Context: an optimization exercise on an open-source flow, tuned for small area, a short achievable clock period and few clock cycles per item. The choices shown serve that exercise and are no tape-out recipe.
Only simulation tests tie the RTL to the original design; equivalence was not proved.
Power figures rest on the tool's default switching activity, not on a simulated workload.

==> flow/design.v <==
module ALU (In1, In2, Out, Over);
input [7:0] In1, In2;
output [7:0] Out;
output Over;
wire [8:0] OutT;
assign OutT = In1 + In2 - 9'd127;
assign Over = (OutT < 9'd1) || (OutT > 9'd254);
assign Out  = OutT[7:0];
endmodule
module Comparator0(In1, In2, Equal);
input [31:0] In1, In2;
output Equal;
assign Equal = (In1 == 32'd0) || (In2 == 32'd0);
endmodule
module Multi(   input wire          CLK,
                input wire          Start,
                input wire          Reset,
                input wire [23:0]   Multiplier,
                input wire [23:0]   Multiplicand,
                output wire [47:0]  Out_M,
                output reg          DoneO);
    reg  [4:0]      round_reg;
    reg             round_add;
    reg  [23:0]     plicand_r;
    reg  [47:0]     product_r;
    wire [24:0]     upper_sum;
    wire [48:0]     temp2;
    assign upper_sum = {1'b0, product_r[47:24]} + {1'b0, plicand_r};
    assign temp2     = product_r[0] ? {upper_sum, product_r[23:0]} : {1'b0, product_r};
    assign Out_M     = product_r;
    always @(posedge CLK) begin
        if (Reset) begin
            round_reg <= 5'd0;
            round_add <= 1'b0;
            DoneO     <= 1'b0;
        end else if (Start) begin
            round_reg <= 5'd0;
            round_add <= 1'b1;
            DoneO     <= 1'b0;
        end else if (round_add) begin
            round_reg <= round_reg + 5'd1;
            if (round_reg == 5'd23) begin
                round_add <= 1'b0;
                DoneO     <= 1'b1;
            end else begin
                DoneO     <= 1'b0;
            end
        end else begin
            DoneO <= 1'b0;
        end
    end
    always @(posedge CLK) begin
        if (Start) begin
            plicand_r <= Multiplicand;
            product_r <= {24'b0, Multiplier};
        end else if (round_add) begin
            product_r <= temp2[48:1];
        end
    end
endmodule
module Rounding (Ex, M, ExO, MO, Over2);
input  [7:0]  Ex;
input  [47:0] M;
output [7:0]  ExO;
output [22:0] MO;
output Over2;
wire [47:0] Mt;
wire [8:0]  Ext;
wire [24:0] MOt;
wire [8:0]  ExF;
assign Mt  = M[47] ? (M >> 1) : M;
assign Ext = {1'b0, Ex} + {8'd0, M[47]};
assign MOt = Mt[47:23] + {24'd0, Mt[22]};
assign MO  = MOt[24] ? MOt[23:1] : MOt[22:0];
assign ExF = Ext + {8'd0, MOt[24]};
assign ExO = ExF[7:0];
assign Over2 = (ExF > 9'd254);
endmodule
module Controller (CLK, Reset, Start, Special, DoneO, Accept, StartM, StartR, DONE);
input CLK, Reset, Start, Special, DoneO;
output Accept, StartM, StartR, DONE;
reg [1:0] Q;
localparam s0 = 2'd0, s1 = 2'd1, s2 = 2'd2, s3 = 2'd3;
wire acc = Start && (Q == s0 || Q == s3);
assign Accept = acc;
assign StartM = acc && !Special;
assign StartR = (Q == s2);
assign DONE   = (Q == s3);
always @(posedge CLK) begin
    if (Reset)
        Q <= s0;
    else if (acc)
        Q <= Special ? s3 : s1;
    else case (Q)
        s1: if (DoneO) Q <= s2;
        s2: Q <= s3;
        default: Q <= Q;
    endcase
end
endmodule
module Multi_float (Multiplier, Multiplicand, CLK, Start, Reset, Out, DONE, Over2, Over1, Equal);
input [31:0] Multiplier, Multiplicand;
input CLK, Reset, Start;
output [31:0] Out;
output DONE, Over2, Over1, Equal;
wire        eq_w, ov1_w, ov2_w;
wire [7:0]  sum_w, exo_w;
wire [22:0] mo_w;
wire [47:0] prod_w;
wire        Accept, StartM, StartR, DoneO;
reg         sign_r, eq_r, ov1_r, ov2_r;
reg [7:0]   sum_r;
reg [31:0]  out_r;
Comparator0 C0(.In1(Multiplier), .In2(Multiplicand), .Equal(eq_w));
ALU AD(.In1(Multiplier[30:23]), .In2(Multiplicand[30:23]), .Out(sum_w), .Over(ov1_w));
Controller CT(.CLK(CLK), .Reset(Reset), .Start(Start), .Special(eq_w | ov1_w),
              .DoneO(DoneO), .Accept(Accept), .StartM(StartM), .StartR(StartR), .DONE(DONE));
Multi Mu(.CLK(CLK), .Start(StartM), .Reset(Reset),
         .Multiplier({1'b1, Multiplier[22:0]}), .Multiplicand({1'b1, Multiplicand[22:0]}),
         .Out_M(prod_w), .DoneO(DoneO));
Rounding R(.Ex(sum_r), .M(prod_w), .ExO(exo_w), .MO(mo_w), .Over2(ov2_w));
always @(posedge CLK) begin
    if (Accept) begin
        sign_r <= Multiplier[31] ^ Multiplicand[31];
        eq_r   <= eq_w;
        ov1_r  <= ov1_w;
        sum_r  <= sum_w;
        out_r  <= 32'd0;
        ov2_r  <= 1'b0;
    end else if (StartR) begin
        out_r  <= ov2_w ? 32'd0 : {sign_r, exo_w, mo_w};
        ov2_r  <= ov2_w;
    end
end
assign Out   = out_r;
assign Over2 = ov2_r;
assign Over1 = ov1_r;
assign Equal = eq_r;
endmodule
==> flow/run.sh <==
#!/bin/bash
# synth_recipe.tcl (not shown) runs the flow's synth.tcl, then flattens the netlist and writes it again
# the make line also repeats each setting of config.mk as NAME=value (left out here)
make -C /OpenROAD-flow-scripts/flow DESIGN_CONFIG=/design/flow/config.mk WORK_HOME=/design/flow/orfs CLKGATE_MAP_FILE= SYNTH_SCRIPT=/design/flow/synth_recipe.tcl finish
==> flow/config.mk <==
export PLATFORM = sky130hd
export DESIGN_NAME = Multi_float
export DESIGN_NICKNAME = Multi_float
export VERILOG_FILES = /design/flow/design.v
export SDC_FILE = /design/flow/constraint.sdc
export NUM_CORES = 4
export LEC_CHECK = 0
export CAP_MARGIN = 20
export CORE_MARGIN = 2
export CORE_UTILIZATION = 40
export SLEW_MARGIN = 20
==> flow/constraint.sdc <==
create_clock -name core_clock -period 4.5 [get_ports {CLK}]
set_input_delay 0.9000 -clock core_clock [delete_from_list [all_inputs] [get_ports {CLK}]]
set_output_delay 0.9000 -clock core_clock [all_outputs]
set_load 0.01 [all_outputs]
==> flow_metrics.py <==
metrics = {
    "status": {
        "run_status": "timing/DRC/antenna clean",
    },
    "global_route": {
        "grt_pass1_vias": 5915,
        "grt-ovfl-total": 0,
        "grt_usage_pct": 19.78,
        "antenna_found_initial": 0,
        "grt_max_degree": 53,
        "grt_pass1_wl_mm": 31.11,
    },
    "detailed_routing": {
        "drt-initial-drc-count": 351,
        "drc": 0,
        "wl_mm": 19.42,
        "vias": 6274,
        "drt_first_pass_iters": 5,
        "ant_nets": 0,
        "viasPerCell": 5.552,
        "wire_per_inst_um": 17.18,
    },
    "logic_synthesis": {
        "synth-adder-area-share_pct": 8.183,
        "yosys.area_share.simple_pct": 16.87,
        "yosysMostFrequentCell": "dfxtp_1",
        "syn_inst": 780,
        "synthDistinctLibCells": 74,
        "synth.yosys.seq_area_share_pct": 39.77,
        "yosys_warnings": 3,
        "netlist_area_sq_mm": 0.007676,
        "synth_compound_area_share_pct": 17.16,
        "async_reset_ff_share_pct": 0,
        "synth_top_family_by_area": "compound AO/OA/AOI/OAI gates",
        "synth_common_cells": "dfxtp_1 (67), nor2_1 (61), edfxtp_1 (57), nand2_1 (52), ha_1 (47)",
        "synth.ff_latch_count": 124,
        "syn_nets": 896,
        "yosys.area.top_type": "edfxtp_1",
        "synth_top_area_share_pct": 22.30,
        "synth-edff-count": 57,
        "synthFlopType": "dfxtp_1",
        "synth_mux_area_share_pct": 8.867,
        "synthXorXnorAreaFrac_pct": 5.118,
        "synth.top_cells.by_area": "edfxtp_1 (22%), dfxtp_1 (17%), ha_1 (7.7%), mux2_2 (4.7%), mux2i_1 (4.2%)",
        "avgSynthCellArea_sq_um": 9.841,
    },
    "placement": {
        "port_buffers": 102,
        "place_inst": 1098,
        "place_hpwl_mm": 14.64,
        "place_congestion": 0.8266,
    },
    "timing": {
        "worstMarginPinSlew_ns": 0.7384,
        "finalCritPeriodShare_pct": 91.63,
        "hold_ws_ns": 0.4497,
        "slew_headroom_pct": 49.50,
        "max_freq_mhz": 242.5,
        "slew_viol_final": 0,
        "post-route-min-period_ns": 4.123,
        "rsz0062_at_grt": "no",
        "setup_viol": 0,
        "worst_clock_skew_ns": 0.01035,
        "hold_violations": 0,
    },
    "clock_tree": {
        "post_cts_buffers": 0,
        "cts-resized-gates": 0,
        "path_clk_slew_ns": 0.05,
        "cts_tree": "yes",
        "clock_latency_ns": 0.43,
        "clock_path_buffers": 2,
        "cts-hold-fix-buffers": 0,
        "clock-sinks": 124,
        "root_buffer": "clkbuf_16",
        "numCtsBuffers": 17,
        "htree_levels": 4,
    },
    "job": {
        "maxCapViolCount": 0,
    },
    "critical_path": {
        "worstPathArrival_ns": 4.29,
        "required_ns": 4.67,
        "cpMostUsedCell": "ha_1",
        "path_buf_inv": 2,
        "crit_type": "primary input to flip-flop",
        "slowest_delay_ns": 0.45,
        "crit_family": "adder cells",
        "critPathLaunchType": "primary input",
        "crit_path_top_delay_cell": "clkdlybuf4s50_1",
        "cp_cell_sequence": "clkdlybuf4s50_1 -> ha_1 -> ha_1 -> fa_1 -> a21o_1 -> a21oi_1 -> or4b_1 -> o2111ai_1 -> nand4_1 -> nor4bb_4 -> buf_12 -> mux2_2",
        "cp_max_fo": 39,
        "end_kind": "flip-flop",
    },
    "finish": {
        "final_cell_count_no_fill": 1130,
        "largest_register": "Mu.product_r",
        "nNetsFinal": 999,
        "reg.largest.list": "Mu.product_r x48, out_r x32, Mu.plicand_r x23",
        "drive_gt1_share_pct": 15.07,
        "largest_reg_flops": 48,
        "diodes": 0,
        "area_growth_pct": 25.41,
    },
    "die": {
        "die_w_um": 142.5,
        "rows": 50,
        "io_pins": 103,
        "dieArea_sq_mm": 0.02031,
        "core_region_area_sq_mm": 0.01877,
        "die_h_um": 142.5,
        "start_util_pct": 40.90,
    },
    "pwr": {
        "power.density_mw_per_mm2": 679.0,
        "peakVddDrop_v": 0.0003395,
        "p_leak_nw": 3.599,
    },
    "min_path": {
        "hold_path.class": "flip-flop to flip-flop",
    },
}
metal layers:
| metal | wire (um) | global-route usage, % | up-vias |
|---|---|---|---|
| li1 | - | - | 3132 |
| met1 | 9077 | 25.62 | 3009 |
| met2 | 9375 | 33.07 | 113 |
| met3 | 588 | 4.071 | 20 |
| met4 | 378 | 6.462 | 0 |
| met5 | 0 | 0 | - |
worst reg2reg max path, delay by kind of cell, from the launching register on:
kind                       cells  cell delay [ns]
adders and majority gates      4             0.68
xor gates and xnor gates       1             0.11
DFF                            1             0.48
AOI/OAI and AO/OA              5             1.33
and+or+nand+nor                6             1.21
muxes                          1             0.22
power breakdown:
group	internal (mW)	total (mW)	switching, mW
logic	1.50	3.21	1.70
clock network	0.756	1.29	0.536
registers	1.69	2.04	0.346
path summary, 6_finish.rpt:
check | from | end | slack, ns | cells past startpoint
setup reg to reg | Mu.product_r[47] | out_r[19] | 0.39 | 17
hold reg to reg | out_r[8] | out_r[8] | 0.45 | 2
hold / removal | out_r[8] | out_r[8] | 0.45 | 2
setup / recovery | Multiplier[24] | Mu.product_r[20] | 0.38 | 12
placed cells by master, fill, tap and decap left out, types with 18 or more instances in the layout:
cell	synthesis	layout
buf_4	0	19
nor4_1	18	18
mux2_2	32	30
dfxtp_1	67	66
xnor2_1	22	22
clkdlybuf4s50_1	0	102
xor2_1	21	21
ha_1	47	43
nand4_1	19	19
nor2_1	61	60
a211oi_1	27	27
a21oi_1	42	42
nand2_1	52	52
inv_1	30	30
mux2i_1	32	32
edfxtp_1	57	57
o21ai_0	32	31
cell families (layout without fill, tap and decap cells):
kind of cell	Yosys count	in the layout
and+or+nand+nor	241	241
AOI/OAI and AO/OA	187	187
DFF	124	124
buffers and inverters	71	187
muxes	64	64
adders and majority gates	49	49
xor gates and xnor gates	44	44
final cells by class:
cell class,count,area (sq um)
Inverter,30,112.6
Clock inverter,15,125.1
Clock buffer,17,425.4
Timing Repair Buffer,125,1244
Fill cell,1729,9141
Tap cell,234,292.8
Multi-Input combinational cell,585,4373
Sequential cell,124,3054
metrics by stage:
stage | area, sq um | utilization (%) | total power, mW | worst slack (ns) | TNS (ns)
floorplan | 7777 | - | 4.238 | -0.1297 | -0.3201
global placement | 9076 | 48.36 | 5.244 | 0.06961 | 0
detailed placement | 9076 | 48.36 | 5.270 | -0.04266 | -0.9682
CTS | 9627 | 51.29 | 6.581 | 0.3744 | 0
global route | 9627 | 51.29 | 7.029 | 0.08721 | 0
finish | 9627 | 51.29 | 6.537 | 0.3766 | 0
Testbench counts, summed over its fixed seeds: cycles 83,964, items 3,200.

[re-timing with driven ports]
The flow's constraints put no driver on any port. The routed layout listed below was extracted and timed again, unchanged, in two steps. Step 1 sets driving cells, clkbuf_16 on the clock port and buf_2 on the other inputs (assumed; they add their load-dependent delay and slew). Step 2 moves the port delays by t, midway between the first and last clock arrival at a register: inputs arrive t later, outputs are due t later. That takes back most of the time a late clock gives input paths. Three values: ideal, step 1, step 2; two values: the first two.
t, ns: 0.466
slack for setup (ns): 0.377 / 0.392 / -0.068
latest minus earliest clock arrival (ns): 0.010 / 0.010
worst slew at a driven data input, ns: 0.04
With both steps, setup timing fails in this run, where it was met with ideal ports. For this run, drivers alone change the setup slack by +0.015 ns; drivers and shift together by -0.445 ns.
